This is an optimization exercise on Yosys and OpenROAD, whose aim is small area, not a production implementation. Function was not checked in any run shown here: the RTL went through the layout flow alone.

==> flow/design.v, too long to show whole: its modules and the start of the top module <==
// module cordic_sin_cos: 726 lines
module cordic_sin_cos (
    input clk, input rst_n,
    input signed [31:0] angle, input pre_vaild,
    output signed [31:0] sin, output signed [31:0] cos, output post_vaild);
  // ...
==> flow/run.sh <==
#!/bin/bash
# synth_recipe.tcl (not shown) runs the flow's synth.tcl, then flattens the netlist and writes it again
# the make line also repeats each setting of config.mk as NAME=value (left out here)
make -C /OpenROAD-flow-scripts/flow DESIGN_CONFIG=/design/flow/config.mk WORK_HOME=/design/flow/orfs CLKGATE_MAP_FILE= SYNTH_SCRIPT=/design/flow/synth_recipe.tcl finish
==> flow/config.mk <==
export PLATFORM = sky130hd
export DESIGN_NAME = cordic_sin_cos
export DESIGN_NICKNAME = cordic_sin_cos
export VERILOG_FILES = /design/flow/design.v
export SDC_FILE = /design/flow/constraint.sdc
export NUM_CORES = 4
export LEC_CHECK = 0
export CAP_MARGIN = 20
export CORE_MARGIN = 2
export CORE_UTILIZATION = 40
export SLEW_MARGIN = 20
==> flow/constraint.sdc <==
create_clock -name core_clock -period 6.0 [get_ports {clk}]
set_input_delay 1.2000 -clock core_clock [delete_from_list [all_inputs] [get_ports {clk}]]
set_output_delay 1.2000 -clock core_clock [all_outputs]
set_load 0.01 [all_outputs]
==> out/qor.log, run 1 <==
[layout] top cell class by occupied area multi-input gates
[cts] number of clock buffers inserted by TritonCTS 31
[cts] number of buffers between clock root and the deepest sink 3
[setup_path] minimum setup slack among reg-to-reg paths 0.27 ns
[layout] count of filler cells inserted in the layout 6091
[drt] Remaining DRCs 0
[synthesis] fraction of the yosys area taken by sequential cells 20.5%
[setup_path] CP Data Arrival Time 4.55 ns
[layout] flip-flop and latch area 5110 sq um
[layout] final sequential cell count 253
[sta] final hold violation count 0
[layout] Seq/total area 17.6%
[sta] setup repair after global routing missed its margin true
[outcome] run status finished clean
[sta] maximum clock skew at final layout 0.0130 ns
[layout] clock buffer count in the final layout 38
[synthesis] prevailing post-synth register cell sky130_fd_sc_hd__dfxtp_1
[layout] Signal buf overhead 8.66%
[cts] CTS tree yes
[floorplan] die outline area 64100 sq um
[setup_path] ordered list of cells on the worst path xnor2_1 > ha_1 > nor2_1 > a21oi_2 > ha_1 > a21o_1 > a21oi_2 > o21bai_1 > a21oi_2 > o21ai_2 > a41oi_2 > a21oi_1 > nor2b_1 > nor3b_2 > a21oi_1 > xnor2_1 > buf_2 > clkdlybuf4s50_1
[grt] fraction of met2 tracks used by global routing 34.2%
[drt] highest layer used for signal routing met4
[cts] clock-pin slew of the registers on the worst-case setup and hold paths 0.06 ns
[drt] Routed met3 length 3.24 mm
[layout] Multi-input comb cells 2535
[synthesis] most common cell in the synthesized netlist sky130_fd_sc_hd__xnor2_1
[hold_path] destination of the worst hold path d15_q7$_DFF_P_
[layout] final net count 3577
[cts] # clock sinks 253
[drt] routed length on met1 28.5 mm
[place] estimated wirelength of the detail-placed design 50.4 mm
[layout] relative area change from synthesis to final layout 17.2%
[sta] smallest setup slack after layout 0.252 ns
[layout] ANT cells 0
[drt] average via count per standard cell 5.43
[cts] CTS root buffer sky130_fd_sc_hd__clkbuf_16
==> inputs of run 2 (changes only) <==
--- a/flow/design.v
+++ b/flow/design.v
@@ -29,75 +29,72 @@
 wire [13:0] t4 = (ts4 == 3'd0) ? 14'd16104 : (ts4 == 3'd1) ? 14'd10850 : (ts4 == 3'd2) ? 14'd3742 : (ts4 == 3'd3) ? 14'd14872 : (ts4 == 3'd4) ? 14'd1512 : (ts4 == 3'd5) ? 14'd12642 : (ts4 == 3'd6) ? 14'd5534 : 14'd280;
 wire [13:0] h4 = h1_q1[13:0] + t4;
 wire d4 = ~h4[13];
 wire signed [17:0] hs4 = {{4{h4[13]}}, h4};
 wire [1:0] cm5;
 assign cm5[0] = hs4 >= -18'sd3662;
 assign cm5[1] = hs4 >= 18'sd3662;
 wire d5 = cm5[{d4}];
-wire [3:0] cm6;
-assign cm6[0] = hs4 >= -18'sd5495;
-assign cm6[1] = hs4 >= 18'sd1829;
-assign cm6[2] = hs4 >= -18'sd1829;
-assign cm6[3] = hs4 >= 18'sd5495;
-wire d6 = cm6[{d5,d4}];
-wire [2:0] ts7 = {d6,d5,d4};
-wire [10:0] t7 = (ts7 == 3'd0) ? 11'd268 : (ts7 == 3'd1) ? 11'd1136 : (ts7 == 3'd2) ? 11'd698 : (ts7 == 3'd3) ? 11'd1566 : (ts7 == 3'd4) ? 11'd482 : (ts7 == 3'd5) ? 11'd1350 : (ts7 == 3'd6) ? 11'd912 : 11'd1780;
-wire [10:0] h7 = h4[10:0] + t7;
-wire d7 = ~h7_q2[10];
-wire signed [14:0] hs7 = {{4{h7_q2[10]}}, h7_q2};
-wire [1:0] cm8;
-assign cm8[0] = hs7 >= -15'sd458;
-assign cm8[1] = hs7 >= 15'sd458;
-wire d8 = cm8[{d7}];
-wire [3:0] cm9;
-assign cm9[0] = hs7 >= -15'sd687;
-assign cm9[1] = hs7 >= 15'sd229;
-assign cm9[2] = hs7 >= -15'sd229;
-assign cm9[3] = hs7 >= 15'sd687;
-wire d9 = cm9[{d8,d7}];
-wire [2:0] ts10 = {d9,d8,d7};
-wire [7:0] t10 = (ts10 == 3'd0) ? 8'd34 : (ts10 == 3'd1) ? 8'd142 : (ts10 == 3'd2) ? 8'd88 : (ts10 == 3'd3) ? 8'd196 : (ts10 == 3'd4) ? 8'd60 : (ts10 == 3'd5) ? 8'd168 : (ts10 == 3'd6) ? 8'd114 : 8'd222;
-wire [7:0] h10 = h7_q2[7:0] + t10;
-wire d10 = ~h10[7];
-wire signed [11:0] hs10 = {{4{h10[7]}}, h10};
+wire [1:0] ts6 = {d5,d4};
+wire [11:0] t6 = (ts6 == 2'd0) ? 12'd1399 : (ts6 == 2'd1) ? 12'd2267 : (ts6 == 2'd2) ? 12'd1829 : 12'd2697;
+wire [11:0] h6 = h4[11:0] + t6;
+wire d6 = ~h6_q2[11];
+wire signed [15:0] hs6 = {{4{h6_q2[11]}}, h6_q2};
+wire [1:0] cm7;
+assign cm7[0] = hs6 >= -16'sd917;
+assign cm7[1] = hs6 >= 16'sd917;
+wire d7 = cm7[{d6}];
+wire [1:0] ts8 = {d7,d6};
+wire [9:0] t8 = (ts8 == 2'd0) ? 10'd351 : (ts8 == 2'd1) ? 10'd565 : (ts8 == 2'd2) ? 10'd459 : 10'd673;
+wire [9:0] h8 = h6_q2[9:0] + t8;
+wire d8 = ~h8[9];
+wire signed [13:0] hs8 = {{4{h8[9]}}, h8};
+wire [1:0] cm9;
+assign cm9[0] = hs8 >= -14'sd229;
+assign cm9[1] = hs8 >= 14'sd229;
+wire d9 = cm9[{d8}];
+wire [1:0] ts10 = {d9,d8};
+wire [7:0] t10 = (ts10 == 2'd0) ? 8'd88 : (ts10 == 2'd1) ? 8'd142 : (ts10 == 2'd2) ? 8'd114 : 8'd168;
+wire [7:0] h10 = h8[7:0] + t10;
+wire d10 = ~h10_q3[7];
+wire signed [11:0] hs10 = {{4{h10_q3[7]}}, h10_q3};
 wire [1:0] cm11;
 assign cm11[0] = hs10 >= -12'sd57;
 assign cm11[1] = hs10 >= 12'sd57;
 wire d11 = cm11[{d10}];
 wire [3:0] cm12;
 assign cm12[0] = hs10 >= -12'sd86;
 assign cm12[1] = hs10 >= 12'sd28;
 assign cm12[2] = hs10 >= -12'sd28;
 assign cm12[3] = hs10 >= 12'sd86;
 wire d12 = cm12[{d11,d10}];
 wire [2:0] ts13 = {d12,d11,d10};
 wire [4:0] t13 = (ts13 == 3'd0) ? 5'd4 : (ts13 == 3'd1) ? 5'd18 : (ts13 == 3'd2) ? 5'd10 : (ts13 == 3'd3) ? 5'd24 : (ts13 == 3'd4) ? 5'd8 : (ts13 == 3'd5) ? 5'd22 : (ts13 == 3'd6) ? 5'd14 : 5'd28;
-wire [4:0] h13 = h10[4:0] + t13;
-wire d13 = ~h13_q3[4];
-wire signed [8:0] hs13 = {{4{h13_q3[4]}}, h13_q3};
+wire [4:0] h13 = h10_q3[4:0] + t13;
+wire d13 = ~h13[4];
+wire signed [8:0] hs13 = {{4{h13[4]}}, h13};
 wire [1:0] cm14;
 assign cm14[0] = hs13 >= -9'sd7;
 assign cm14[1] = hs13 >= 9'sd7;
 wire d14 = cm14[{d13}];
 wire [3:0] cm15;
 assign cm15[0] = hs13 >= -9'sd11;
 assign cm15[1] = hs13 >= 9'sd3;
 assign cm15[2] = hs13 >= -9'sd3;
 assign cm15[3] = hs13 >= 9'sd11;
 wire d15 = cm15[{d14,d13}];
 wire [5:0] rs6 = {d5_q2,d4_q2,d3_q2,d2_q2,d1_q2,d0_q2};
 wire [16:0] x6 = (rs6 == 6'd0) ? 17'd121846 : (rs6 == 6'd1) ? 17'd64869 : (rs6 == 6'd2) ? 17'd46361 : (rs6 == 6'd3) ? 17'd46301 : (rs6 == 6'd4) ? 17'd22389 : (rs6 == 6'd5) ? 17'd61579 : (rs6 == 6'd6) ? 17'd62696 : (rs6 == 6'd7) ? 17'd19035 : (rs6 == 6'd8) ? 17'd7028 : (rs6 == 6'd9) ? 17'd65146 : (rs6 == 6'd10) ? 17'd56333 : (rs6 == 6'd11) ? 17'd33464 : (rs6 == 6'd12) ? 17'd36858 : (rs6 == 6'd13) ? 17'd54174 : (rs6 == 6'd14) ? 17'd65454 : (rs6 == 6'd15) ? 17'd3018 : (rs6 == 6'd16) ? 17'd129996 : (rs6 == 6'd17) ? 17'd65514 : (rs6 == 6'd18) ? 17'd51766 : (rs6 == 6'd19) ? 17'd40168 : (rs6 == 6'd20) ? 17'd29882 : (rs6 == 6'd21) ? 17'd58313 : (rs6 == 6'd22) ? 17'd64581 : (rs6 == 6'd23) ? 17'd11082 : (rs6 == 6'd24) ? 17'd15085 : (rs6 == 6'd25) ? 17'd63764 : (rs6 == 6'd26) ? 17'd60061 : (rs6 == 6'd27) ? 17'd26189 : (rs6 == 6'd28) ? 17'd43317 : (rs6 == 6'd29) ? 17'd49165 : (rs6 == 6'd30) ? 17'd65321 : (rs6 == 6'd31) ? 17'd125918 : (rs6 == 6'd32) ? 17'd125916 : (rs6 == 6'd33) ? 17'd65319 : (rs6 == 6'd34) ? 17'd49163 : (rs6 == 6'd35) ? 17'd43317 : (rs6 == 6'd36) ? 17'd26191 : (rs6 == 6'd37) ? 17'd60061 : (rs6 == 6'd38) ? 17'd63764 : (rs6 == 6'd39) ? 17'd15085 : (rs6 == 6'd40) ? 17'd11082 : (rs6 == 6'd41) ? 17'd64580 : (rs6 == 6'd42) ? 17'd58313 : (rs6 == 6'd43) ? 17'd29882 : (rs6 == 6'd44) ? 17'd40170 : (rs6 == 6'd45) ? 17'd51768 : (rs6 == 6'd46) ? 17'd65516 : (rs6 == 6'd47) ? 17'd129998 : (rs6 == 6'd48) ? 17'd3018 : (rs6 == 6'd49) ? 17'd65454 : (rs6 == 6'd50) ? 17'd54174 : (rs6 == 6'd51) ? 17'd36858 : (rs6 == 6'd52) ? 17'd33466 : (rs6 == 6'd53) ? 17'd56335 : (rs6 == 6'd54) ? 17'd65147 : (rs6 == 6'd55) ? 17'd7030 : (rs6 == 6'd56) ? 17'd19037 : (rs6 == 6'd57) ? 17'd62698 : (rs6 == 6'd58) ? 17'd61581 : (rs6 == 6'd59) ? 17'd22389 : (rs6 == 6'd60) ? 17'd46303 : (rs6 == 6'd61) ? 17'd46365 : (rs6 == 6'd62) ? 17'd64873 : 17'd121850;
 wire [16:0] yt6 = (rs6 == 6'd0) ? 17'd66203 : (rs6 == 6'd1) ? 17'd121850 : (rs6 == 6'd2) ? 17'd84773 : (rs6 == 6'd3) ? 17'd46365 : (rs6 == 6'd4) ? 17'd69493 : (rs6 == 6'd5) ? 17'd22389 : (rs6 == 6'd6) ? 17'd112037 : (rs6 == 6'd7) ? 17'd62698 : (rs6 == 6'd8) ? 17'd65927 : (rs6 == 6'd9) ? 17'd7030 : (rs6 == 6'd10) ? 17'd97607 : (rs6 == 6'd11) ? 17'd56335 : (rs6 == 6'd12) ? 17'd76898 : (rs6 == 6'd13) ? 17'd36858 : (rs6 == 6'd14) ? 17'd128054 : (rs6 == 6'd15) ? 17'd65454 : (rs6 == 6'd16) ? 17'd65558 : (rs6 == 6'd17) ? 17'd129998 : (rs6 == 6'd18) ? 17'd90904 : (rs6 == 6'd19) ? 17'd51768 : (rs6 == 6'd20) ? 17'd72759 : (rs6 == 6'd21) ? 17'd29882 : (rs6 == 6'd22) ? 17'd119989 : (rs6 == 6'd23) ? 17'd64580 : (rs6 == 6'd24) ? 17'd67308 : (rs6 == 6'd25) ? 17'd15085 : (rs6 == 6'd26) ? 17'd104882 : (rs6 == 6'd27) ? 17'd60061 : (rs6 == 6'd28) ? 17'd81907 : (rs6 == 6'd29) ? 17'd43317 : (rs6 == 6'd30) ? 17'd5154 : (rs6 == 6'd31) ? 17'd65319 : (rs6 == 6'd32) ? 17'd65753 : (rs6 == 6'd33) ? 17'd125918 : (rs6 == 6'd34) ? 17'd87757 : (rs6 == 6'd35) ? 17'd49165 : (rs6 == 6'd36) ? 17'd71011 : (rs6 == 6'd37) ? 17'd26189 : (rs6 == 6'd38) ? 17'd115987 : (rs6 == 6'd39) ? 17'd63764 : (rs6 == 6'd40) ? 17'd66491 : (rs6 == 6'd41) ? 17'd11082 : (rs6 == 6'd42) ? 17'd101189 : (rs6 == 6'd43) ? 17'd58313 : (rs6 == 6'd44) ? 17'd79304 : (rs6 == 6'd45) ? 17'd40168 : (rs6 == 6'd46) ? 17'd1074 : (rs6 == 6'd47) ? 17'd65514 : (rs6 == 6'd48) ? 17'd65618 : (rs6 == 6'd49) ? 17'd3018 : (rs6 == 6'd50) ? 17'd94214 : (rs6 == 6'd51) ? 17'd54174 : (rs6 == 6'd52) ? 17'd74737 : (rs6 == 6'd53) ? 17'd33464 : (rs6 == 6'd54) ? 17'd124043 : (rs6 == 6'd55) ? 17'd65146 : (rs6 == 6'd56) ? 17'd68374 : (rs6 == 6'd57) ? 17'd19035 : (rs6 == 6'd58) ? 17'd108682 : (rs6 == 6'd59) ? 17'd61579 : (rs6 == 6'd60) ? 17'd84707 : (rs6 == 6'd61) ? 17'd46301 : (rs6 == 6'd62) ? 17'd9222 : 17'd64869;
-wire [16:0] y6 = yt6 ^ {17{~d6_q2}};
+wire [16:0] y6 = yt6 ^ {17{~d6}};
 wire [17:0] x7_c;
 wire [16:0] x7;
-assign x7_c[0] = d6_q2;
-wire [11:0] x7_l = {1'b0, x6[10], x6[9], x6[8], x6[7], x6[6], x6[5], x6[4], x6[3], x6[2], x6[1], x6[0]} + {1'b0, ~y6[16], ~y6[15], ~y6[14], ~y6[13], ~y6[12], ~y6[11], ~y6[10], ~y6[9], ~y6[8], ~y6[7], ~y6[6]} + d6_q2;
+assign x7_c[0] = d6;
+wire [11:0] x7_l = {1'b0, x6[10], x6[9], x6[8], x6[7], x6[6], x6[5], x6[4], x6[3], x6[2], x6[1], x6[0]} + {1'b0, ~y6[16], ~y6[15], ~y6[14], ~y6[13], ~y6[12], ~y6[11], ~y6[10], ~y6[9], ~y6[8], ~y6[7], ~y6[6]} + d6;
 assign x7[10:0] = x7_l[10:0];
 assign x7_c[11] = x7_l[11];
 wire x7_t = ~y6[16];
 assign x7[11] = x6[11] ^ x7_t ^ x7_c[11];
 wire x7_lc12 = x7_t ? (x6[11] | x7_c[11]) : (x6[11] & x7_c[11]);
 assign x7[12] = x6[12] ^ x7_t ^ x7_lc12;
 wire x7_lc13 = x7_t ? (x6[12] | x7_lc12) : (x6[12] & x7_lc12);
 assign x7[13] = x6[13] ^ x7_t ^ x7_lc13;
@@ -122,17 +119,17 @@
 assign yh7[13] = y6[13] ^ yh7_t ^ yh7_lc13;
 wire yh7_lc14 = yh7_t ? (y6[13] | yh7_lc13) : (y6[13] & yh7_lc13);
 assign yh7[14] = y6[14] ^ yh7_t ^ yh7_lc14;
 assign yh7_c[15] = yh7_t ? ((y6[11] | y6[12] | y6[13] | y6[14]) | yh7_c[11]) : ((y6[11] & y6[12] & y6[13] & y6[14]) & yh7_c[11]);
 assign yh7[15] = y6[15] ^ yh7_t ^ yh7_c[15];
 wire yh7_lc16 = yh7_t ? (y6[15] | yh7_c[15]) : (y6[15] & yh7_c[15]);
 assign yh7[16] = y6[16] ^ yh7_t ^ yh7_lc16;
 assign yh7_c[17] = yh7_t ? ((y6[15] | y6[16]) | yh7_c[15]) : ((y6[15] & y6[16]) & yh7_c[15]);
-wire f6 = d6_q2 ^ d7;
+wire f6 = d6 ^ d7;
 wire [16:0] y7 = yh7 ^ {17{f6}};
 wire [17:0] x8_c;
 wire [16:0] x8;
 assign x8_c[0] = d7_q3;
 wire [10:0] x8_l = {1'b0, x7_q3[9], x7_q3[8], x7_q3[7], x7_q3[6], x7_q3[5], x7_q3[4], x7_q3[3], x7_q3[2], x7_q3[1], x7_q3[0]} + {1'b0, ~y7_q3[16], ~y7_q3[15], ~y7_q3[14], ~y7_q3[13], ~y7_q3[12], ~y7_q3[11], ~y7_q3[10], ~y7_q3[9], ~y7_q3[8], ~y7_q3[7]} + d7_q3;
 assign x8[9:0] = x8_l[9:0];
 assign x8_c[10] = x8_l[10];
 wire x8_t = ~y7_q3[16];
@@ -391,19 +388,28 @@
 wire yh12_lc17 = yh12_t ? (y11_q5[16] | yh12_lc16) : (y11_q5[16] & yh12_lc16);
 assign yh12[17] = y11_q5[17] ^ yh12_t ^ yh12_lc17;
 assign yh12_c[18] = yh12_t ? ((y11_q5[15] | y11_q5[16] | y11_q5[17]) | yh12_c[15]) : ((y11_q5[15] & y11_q5[16] & y11_q5[17]) & yh12_c[15]);
 wire f11 = d11_q5 ^ d12_q5;
 wire [17:0] y12 = yh12 ^ {18{f11}};
 wire [18:0] x13_c;
 wire [17:0] x13;
 assign x13_c[0] = d12_q5;
-wire [6:0] x13_l = {1'b0, x12[5], x12[4], x12[3], x12[2], x12[1], x12[0]} + {1'b0, ~y12[17], ~y12[16], ~y12[15], ~y12[14], ~y12[13], ~y12[12]} + d12_q5;
-assign x13[5:0] = x13_l[5:0];
-assign x13_c[6] = x13_l[6];
+assign x13[0] = x12[0] ^ ~y12[12] ^ x13_c[0];
+assign x13_c[1] = (x12[0] & ~y12[12]) | (x12[0] & x13_c[0]) | (~y12[12] & x13_c[0]);
+assign x13[1] = x12[1] ^ ~y12[13] ^ x13_c[1];
+assign x13_c[2] = (x12[1] & ~y12[13]) | (x12[1] & x13_c[1]) | (~y12[13] & x13_c[1]);
+assign x13[2] = x12[2] ^ ~y12[14] ^ x13_c[2];
+assign x13_c[3] = (x12[2] & ~y12[14]) | (x12[2] & x13_c[2]) | (~y12[14] & x13_c[2]);
+assign x13[3] = x12[3] ^ ~y12[15] ^ x13_c[3];
+assign x13_c[4] = (x12[3] & ~y12[15]) | (x12[3] & x13_c[3]) | (~y12[15] & x13_c[3]);
+assign x13[4] = x12[4] ^ ~y12[16] ^ x13_c[4];
+assign x13_c[5] = (x12[4] & ~y12[16]) | (x12[4] & x13_c[4]) | (~y12[16] & x13_c[4]);
+assign x13[5] = x12[5] ^ ~y12[17] ^ x13_c[5];
+assign x13_c[6] = (x12[5] & ~y12[17]) | (x12[5] & x13_c[5]) | (~y12[17] & x13_c[5]);
 wire x13_t = ~y12[17];
 assign x13[6] = x12[6] ^ x13_t ^ x13_c[6];
 wire x13_lc7 = x13_t ? (x12[6] | x13_c[6]) : (x12[6] & x13_c[6]);
 assign x13[7] = x12[7] ^ x13_t ^ x13_lc7;
 wire x13_lc8 = x13_t ? (x12[7] | x13_lc7) : (x12[7] & x13_lc7);
 assign x13[8] = x12[8] ^ x13_t ^ x13_lc8;
 wire x13_lc9 = x13_t ? (x12[8] | x13_lc8) : (x12[8] & x13_lc8);
 assign x13[9] = x12[9] ^ x13_t ^ x13_lc9;
@@ -422,19 +428,28 @@
 wire x13_lc16 = x13_t ? (x12[15] | x13_lc15) : (x12[15] & x13_lc15);
 assign x13[16] = x12[16] ^ x13_t ^ x13_lc16;
 wire x13_lc17 = x13_t ? (x12[16] | x13_lc16) : (x12[16] & x13_lc16);
 assign x13[17] = x12[17] ^ x13_t ^ x13_lc17;
 assign x13_c[18] = x13_t ? ((x12[14] | x12[15] | x12[16] | x12[17]) | x13_c[14]) : ((x12[14] & x12[15] & x12[16] & x12[17]) & x13_c[14]);
 wire [18:0] yh13_c;
 wire [17:0] yh13;
 assign yh13_c[0] = 1'b0;
-wire [6:0] yh13_l = {1'b0, y12[5], y12[4], y12[3], y12[2], y12[1], y12[0]} + {1'b0, x12[17], x12[16], x12[15], x12[14], x12[13], x12[12]} + 1'b0;
-assign yh13[5:0] = yh13_l[5:0];
-assign yh13_c[6] = yh13_l[6];
+assign yh13[0] = y12[0] ^ x12[12] ^ yh13_c[0];
+assign yh13_c[1] = (y12[0] & x12[12]) | (y12[0] & yh13_c[0]) | (x12[12] & yh13_c[0]);
+assign yh13[1] = y12[1] ^ x12[13] ^ yh13_c[1];
+assign yh13_c[2] = (y12[1] & x12[13]) | (y12[1] & yh13_c[1]) | (x12[13] & yh13_c[1]);
+assign yh13[2] = y12[2] ^ x12[14] ^ yh13_c[2];
+assign yh13_c[3] = (y12[2] & x12[14]) | (y12[2] & yh13_c[2]) | (x12[14] & yh13_c[2]);
+assign yh13[3] = y12[3] ^ x12[15] ^ yh13_c[3];
+assign yh13_c[4] = (y12[3] & x12[15]) | (y12[3] & yh13_c[3]) | (x12[15] & yh13_c[3]);
+assign yh13[4] = y12[4] ^ x12[16] ^ yh13_c[4];
+assign yh13_c[5] = (y12[4] & x12[16]) | (y12[4] & yh13_c[4]) | (x12[16] & yh13_c[4]);
+assign yh13[5] = y12[5] ^ x12[17] ^ yh13_c[5];
+assign yh13_c[6] = (y12[5] & x12[17]) | (y12[5] & yh13_c[5]) | (x12[17] & yh13_c[5]);
 wire yh13_t = x12[17];
 assign yh13[6] = y12[6] ^ yh13_t ^ yh13_c[6];
 wire yh13_lc7 = yh13_t ? (y12[6] | yh13_c[6]) : (y12[6] & yh13_c[6]);
 assign yh13[7] = y12[7] ^ yh13_t ^ yh13_lc7;
 wire yh13_lc8 = yh13_t ? (y12[7] | yh13_lc7) : (y12[7] & yh13_lc7);
 assign yh13[8] = y12[8] ^ yh13_t ^ yh13_lc8;
 wire yh13_lc9 = yh13_t ? (y12[8] | yh13_lc8) : (y12[8] & yh13_lc8);
 assign yh13[9] = y12[9] ^ yh13_t ^ yh13_lc9;
@@ -606,77 +621,79 @@
 assign yh15[17] = y14[17] ^ yh15_t ^ yh15_lc17;
 assign yh15_c[18] = yh15_t ? ((y14[16] | y14[17]) | yh15_c[16]) : ((y14[16] & y14[17]) & yh15_c[16]);
 wire f14 = ~d14_q6;
 wire [17:0] y15 = yh15 ^ {18{f14}};
 wire [17:0] x15n = x15 ^ {18{s_q6}};
 wire signed [3:0] v15 = {y15_q7[17], y15_q7[17:15]};
 wire signed [3:0] e15 = d15_q7 ? v15 : -v15;
 wire signed [3:0] g15 = s_q7 ? (4'sd1 + e15) : -e15;
-wire [17:0] c16 = x15n_q7 + {{14{g15[3]}}, g15};
+wire [4:0] c16_l = {1'b0, x15n_q7[3:0]} + {1'b0, g15[3:0]};
+wire [13:0] c16_p = x15n_q7[17:4] + 14'd1;
+wire [13:0] c16_m = x15n_q7[17:4] - 14'd1;
+wire c16_inc = c16_l[4] & ~g15[3];
+wire c16_dec = ~c16_l[4] & g15[3];
+wire [17:0] c16 = {c16_inc ? c16_p : (c16_dec ? c16_m : x15n_q7[17:4]), c16_l[3:0]};
 wire [2:0] xt15 = x15n_q7[17:15] ^ {3{s_q7}};
 wire signed [3:0] u15 = {xt15[2], xt15};
 wire signed [3:0] w15 = d15_q7 ? u15 : -u15;
-wire [17:0] y16 = y15_q7 + {{14{w15[3]}}, w15};
+wire [4:0] y16_l = {1'b0, y15_q7[3:0]} + {1'b0, w15[3:0]};
+wire [13:0] y16_p = y15_q7[17:4] + 14'd1;
+wire [13:0] y16_m = y15_q7[17:4] - 14'd1;
+wire y16_inc = y16_l[4] & ~w15[3];
+wire y16_dec = ~y16_l[4] & w15[3];
+wire [17:0] y16 = {y16_inc ? y16_p : (y16_dec ? y16_m : y15_q7[17:4]), y16_l[3:0]};
 reg [16:0] h1_q1;
 always @(posedge clk) h1_q1 <= h1;
-reg [10:0] h7_q2;
-always @(posedge clk) h7_q2 <= h7;
-reg [4:0] h13_q3;
-always @(posedge clk) h13_q3 <= h13;
+reg [11:0] h6_q2;
+always @(posedge clk) h6_q2 <= h6;
+reg [7:0] h10_q3;
+always @(posedge clk) h10_q3 <= h10;
 reg d5_q2;
 always @(posedge clk) d5_q2 <= d5;
 reg d4_q2;
 always @(posedge clk) d4_q2 <= d4;
 reg d3_q2;
 always @(posedge clk) d3_q2 <= d3;
 reg d2_q2;
 always @(posedge clk) d2_q2 <= d2;
 reg d1_q2;
 always @(posedge clk) d1_q2 <= d1;
 reg d0_q1;
 always @(posedge clk) d0_q1 <= d0;
 reg d0_q2;
 always @(posedge clk) d0_q2 <= d0_q1;
-reg d6_q2;
-always @(posedge clk) d6_q2 <= d6;
 reg [16:0] x7_q3;
 always @(posedge clk) x7_q3 <= x7;
 reg [16:0] y7_q3;
 always @(posedge clk) y7_q3 <= y7;
 reg d7_q3;
 always @(posedge clk) d7_q3 <= d7;
 reg d8_q3;
 always @(posedge clk) d8_q3 <= d8;
 reg d9_q3;
 always @(posedge clk) d9_q3 <= d9;
 reg [16:0] x9_q4;
 always @(posedge clk) x9_q4 <= x9;
 reg [16:0] y9_q4;
 always @(posedge clk) y9_q4 <= y9;
 reg d9_q4;
 always @(posedge clk) d9_q4 <= d9_q3;
-reg d10_q3;
-always @(posedge clk) d10_q3 <= d10;
 reg d10_q4;
-always @(posedge clk) d10_q4 <= d10_q3;
-reg d11_q3;
-always @(posedge clk) d11_q3 <= d11;
+always @(posedge clk) d10_q4 <= d10;
 reg d11_q4;
-always @(posedge clk) d11_q4 <= d11_q3;
+always @(posedge clk) d11_q4 <= d11;
 reg [17:0] x11_q5;
 always @(posedge clk) x11_q5 <= x11;
 reg [17:0] y11_q5;
 always @(posedge clk) y11_q5 <= y11;
 reg d11_q5;
 always @(posedge clk) d11_q5 <= d11_q4;
-reg d12_q3;
-always @(posedge clk) d12_q3 <= d12;
 reg d12_q4;
-always @(posedge clk) d12_q4 <= d12_q3;
+always @(posedge clk) d12_q4 <= d12;
 reg d12_q5;
 always @(posedge clk) d12_q5 <= d12_q4;
 reg d13_q4;
 always @(posedge clk) d13_q4 <= d13;
 reg d13_q5;
 always @(posedge clk) d13_q5 <= d13_q4;
 reg [17:0] x13_q6;
 always @(posedge clk) x13_q6 <= x13;
==> flow/flow/run.sh (new file) <==
#!/bin/bash
set -euo pipefail
export BUFFER_PORTS_ARGS="-buffer_cell sky130_fd_sc_hd__buf_1"
export CTS_ARGS="-sink_clustering_enable -repair_clock_nets -dont_use_dummy_load -buf_list sky130_fd_sc_hd__clkbuf_8 -sink_clustering_size 20 -sink_clustering_max_diameter 50"
bash standard.sh > standard.log 2>&1
==> flow/standard.sh (new file) <==
#!/bin/bash
# synth_recipe.tcl (not shown) runs the flow's synth.tcl, then flattens the netlist and writes it again
# the make line also repeats each setting of config.mk as NAME=value (left out here)
make -C /OpenROAD-flow-scripts/flow DESIGN_CONFIG=/design/flow/config.mk WORK_HOME=/design/flow/orfs CLKGATE_MAP_FILE= SYNTH_SCRIPT=/design/flow/synth_recipe.tcl "${@:-finish}"
removed: flow/run.sh
==> run 2 against run 1 <==
  * Flip-flop and latch count unchanged
  * Synthesized cell count down 3.6%
  * Synthesized area shrank 1.8%
  * Non-clock buffer count decreased by 100
  * Largest cell class unchanged
  * Die area fell by 1.8%
  * Critical path type is now flop to flop
  * Fmax increased by 1.2%
  * Highest routed layer unchanged
  * Worst hold slack lost 0.012 ns
  * Sequential share of layout area grew 1.7 points
  * First-iteration DRC count is 16% lower
==> out/qor.log, run 2 <==
[synthesis] number of flops mapped to enable cells by yosys 0
[job] number of maximum-capacitance constraint violations 0
[drt] post-detailed-routing wire length 59.4 mm
[place] input/output buffers 92
[cts] Skew-Pair Late Insertion Delay 0.58 ns
[floorplan] Std-Cell Core Area 60200 sq um
[drt] Remaining DRCs 0 [unchanged]
[synthesis] Synth Warn # 1
[synthesis] number of register bits inferred by synthesis 253
[synthesis] leading cell types by total area after synthesis sky130_fd_sc_hd__dfxtp_1 20%, sky130_fd_sc_hd__xnor2_1 15%, sky130_fd_sc_hd__ha_1 9.2%, sky130_fd_sc_hd__xor2_1 5.3%, sky130_fd_sc_hd__a21oi_1 4.3%
[drt] total via count in the routed design 20996
[grt] all-layer global routing usage 18.4%
[setup_path] critical path startpoint category flop
[grt] global-route wire length before repair 97.5 mm
[cts] depth of the CTS H-tree 2
[cts] # clock sinks 253 [unchanged]
[setup_path] FF-to-FF path depth 22
[grt] largest net degree at the start of global routing 90
[place] global placer's final weighted congestion 0.924
[setup_path] ordered list of cells on the worst path ha_1 > fa_1 > a21oi_1 > nand4b_1 > nand3_1 > and2_1 > a31oi_1 > xor2_1 > inv_1 > fa_1 > a21o_1 > a21oi_1 > nor2b_1 > o21a_1 > o41a_1 > or2_2 > nor3_1 > nand2_1 > o31a_1 > o22ai_1 > fa_1 > inv_1
[setup_path] cell family contributing the most delay on the critical path compound AO/OA/AOI/OAI gates
[synthesis] fraction of the yosys area taken by sequential cells 20.9% [+0.39 points]
[sta] worst slew margin relative to its limit 29.8%
[floorplan] Horiz. Die Dim 251 um
[cts] CTS root buffer sky130_fd_sc_hd__clkbuf_8
[synthesis] fraction of registers with async set/reset 2.77%
[setup_path] Crit path required time 6.51 ns
[sta] final setup fails 0
[layout] flip-flop and latch area 5100 sq um [-0.15%]
[setup_path] critical path class flop to flop
[sta] Pins Over Slew Limit 0
[floorplan] starting utilization of the core area 40.5%
[cts] number of buffers between clock root and the deepest sink 3 [unchanged]
[grt] initial antenna violation count 1
[synthesis] post-synthesis cell area 24400 sq um
[cts] clock-pin slew of the registers on the worst-case setup and hold paths 0.08 ns [+0.02 ns]
[drt] DRT Pass-1 Iters 7
[drt] antenna violation net count after detailed routing 0
[setup_path] r2r endpoint x11_q5[16]$_DFF_P_
[layout] count of non-filler cells in the finished layout 3879
[sta] setup tns final 0 ns
[setup_path] nature of the critical path endpoint flop
[setup_path] Crit Path Max Fanout 5
[layout] most frequent cells in the layout 421 x sky130_fd_sc_hd__xnor2_1, 242 x sky130_fd_sc_hd__dfxtp_1, 207 x sky130_fd_sc_hd__nand2_1
[synthesis] post-synthesis cell count 3010
[synthesis] prevailing post-synth register cell sky130_fd_sc_hd__dfxtp_1
[synthesis] most common cell in the synthesized netlist sky130_fd_sc_hd__xnor2_1
[layout] relative area change from synthesis to final layout 8.77%
[setup_path] minimum setup slack among reg-to-reg paths 0.32 ns [+0.05 ns]
[setup_path] Crit path depth 22
[place] estimated wirelength of the detail-placed design 46.4 mm [-7.9%]
[sta] maximum clock skew at final layout 0.0476 ns [+0.0345 ns]
[setup_path] CP Data Arrival Time 6.19 ns [+1.64 ns]
[sta] Max Fclk 176 MHz
[sta] share of the clock period used by the worst path after layout 94.6%
[setup_path] number of buffer and inverter instances along the worst setup path 2
[cts] number of clock buffers inserted by TritonCTS 34 [+9.7%]
[synthesis] largest area contributor in the netlist sky130_fd_sc_hd__dfxtp_1
[floorplan] die outline area 62900 sq um [-1.8%]
[floorplan] number of top-level pins 100
[place] minimum setup slack after placement 0.121 ns
[place] post-placement cell count 3844
[setup_path] largest incremental delay on the critical path 0.45 ns
[synthesis] count of distinct cell types in the synthesized netlist 103
[floorplan] Die Y-Extent 251 um
[floorplan] number of placement rows 90
[synthesis] Syn Area/Cell 8.10 sq um
[sta] final worst path period need 5.68 ns
[sta] worst hold margin 0.308 ns
[synthesis] Net Count, Synth 3271
[setup_path] RR Startpoint x9_q4[9]$_DFF_P_
[drt] Routed wire per std cell 15.3 um
[setup_path] master of the slowest instance on the critical path sky130_fd_sc_hd__fa_1
[synthesis] most used standard cells in the synthesized netlist 426 x sky130_fd_sc_hd__xnor2_1, 246 x sky130_fd_sc_hd__dfxtp_1, 208 x sky130_fd_sc_hd__a21oi_1
[outcome] run status finished clean
[setup_path] crit path to x11_q5[16]$_DFF_P_
[drt] DRC violation total after the first TritonRoute iteration 1360
[sta] slew at the pin closest to its max-slew limit 1.05 ns
[layout] combined area of the multi-input logic cells 18200 sq um
[synthesis] Yosys top cell area share 20.2%
[layout] count of filler cells inserted in the layout 6087 [-0.066%]
[hold_path] path class of the lowest-slack min-delay path flop to flop
[drt] average via count per standard cell 5.41 [-0.36%]
[setup_path] Setup crit start x9_q4[9]$_DFF_P_
[layout] final net count 3359 [-6.1%]
[grt] via count of the first global-routing pass 19712
[setup_path] most used cell, CP sky130_fd_sc_hd__fa_1
[sta] final hold violation count 0 [unchanged]
[layout] share of layout cells above drive strength 1 7.85%
[sta] smallest setup slack after layout 0.322 ns [+0.0696 ns]
[cts] number of buffers inserted by post-CTS setup repair 0
[grt] overall overflow remaining after global route 0
[layout] most frequent standard cell in the layout excluding fill and tap cells sky130_fd_sc_hd__xnor2_1
[cts] CTS tree yes
## run 2: worst register-to-register path: cells and delay by family, from the launching register on
family / cells / cell delay, ns
AOI/OAI and AO/OA: 8 / 1.81
and+or+nand+nor: 7 / 1.61
adders and majority gates: 4 / 1.48
DFF: 1 / 0.32
xor gates and xnor gates: 1 / 0.26
buffers and inverters: 2 / 0.15
## run 2: how the worst min path moves through the flow
stage / cells past startpoint / end / from
6_report: 0 / s_q3$_DFF_P_ / s_q2$_DFF_P_
4_1_cts: 0 / s_q3$_DFF_P_ / s_q2$_DFF_P_
2_1_floorplan: 0 / d0_q2$_DFF_P_ / d0_q1$_DFF_P_
3_5_place_dp: 0 / d14_q5$_DFF_P_ / d14_q4$_DFF_P_
5_1_grt: 0 / d12_q5$_DFF_P_ / d12_q4$_DFF_P_
3_3_place_gp: 0 / d14_q5$_DFF_P_ / d14_q4$_DFF_P_
## run 2: metal layers
| layer | track usage (%) | vias to the layer above | share of wire [%] |
|---|---|---|---|
| met5 | 0 | - | 0 |
| met4 | 6.78 | 0 | 3.3 |
| met3 | 1.91 | 113 | 4.0 |
| met2 | 31.5 | 471 | 47 |
| met1 | 23.9 | 9645 | 46 |
| li1 | - | 10767 | - |
## run 2: cell type report
| cell class | instances | share of cell area (%) |
|---|---|---|
| Antenna cell | 1 | 0.00944 |
| Clock buffer | 34 | 1.77 |
| Sequential cell | 253 | 19.3 |
| Multi-Input combinational cell | 2451 | 68.6 |
| Tap cell | 782 | 3.69 |
| Inverter | 157 | 2.22 |
| Timing Repair Buffer | 201 | 4.44 |
## run 2: kinds of logic (layout without fill, tap and decap cells)
group / Yosys count / in the layout / share of synthesized area (%)
adders and majority gates: 228 / 228 / 13.1
and+or+nand+nor: 856 / 856 / 17.8
buffers and inverters: 306 / 392 / 5.19
DFF: 253 / 253 / 20.9
muxes: 40 / 40 / 1.71
other: 0 / 1 / 0
xor gates and xnor gates: 580 / 580 / 21.2
AOI/OAI and AO/OA: 747 / 747 / 20.0
## run 2: what timing repair did
action / 4_1_cts / 5_1_grt
endpoints found under the hold margin: 0 / 0
setup endpoints to repair: 0 / 17
hold buffers: 0 / 0
gates resized for setup: 0 / 34
## run 2: per-stage QoR
step / instance area [sq um] / utilization (%)
2_1_floorplan: 24400 / -
3_3_place_gp: 25900 / 43.0
3_5_place_dp: 25900 / 43.0
4_1_cts: 26400 / 43.7
5_1_grt: 26500 / 44.0
6_report: 26500 / 44.0

[afterwards: timing with drivers on the ports]
The results above use ideal ports. As a check the final layouts listed here were re-extracted and re-timed, cells and wires unchanged. Step 1 assumes that a clkbuf_16 drives the clock port and a buf_2 every other input. Step 2 also shifts input and output timing later by t, the mid clock arrival at the registers, as if the neighbouring blocks saw the same clock. a / b / c = no drivers / after step 1 / after step 2; a / b = the first two.
run | t, ns | setup WS [ns] | worst slew at a driven data input, ns
run 1 | 0.627 | 0.252 / 0.196 / 0.265 | 0.04
run 2 | 0.615 | 0.322 / 0.322 / 0.322 | 0.03
After both steps every run listed still meets setup and hold.
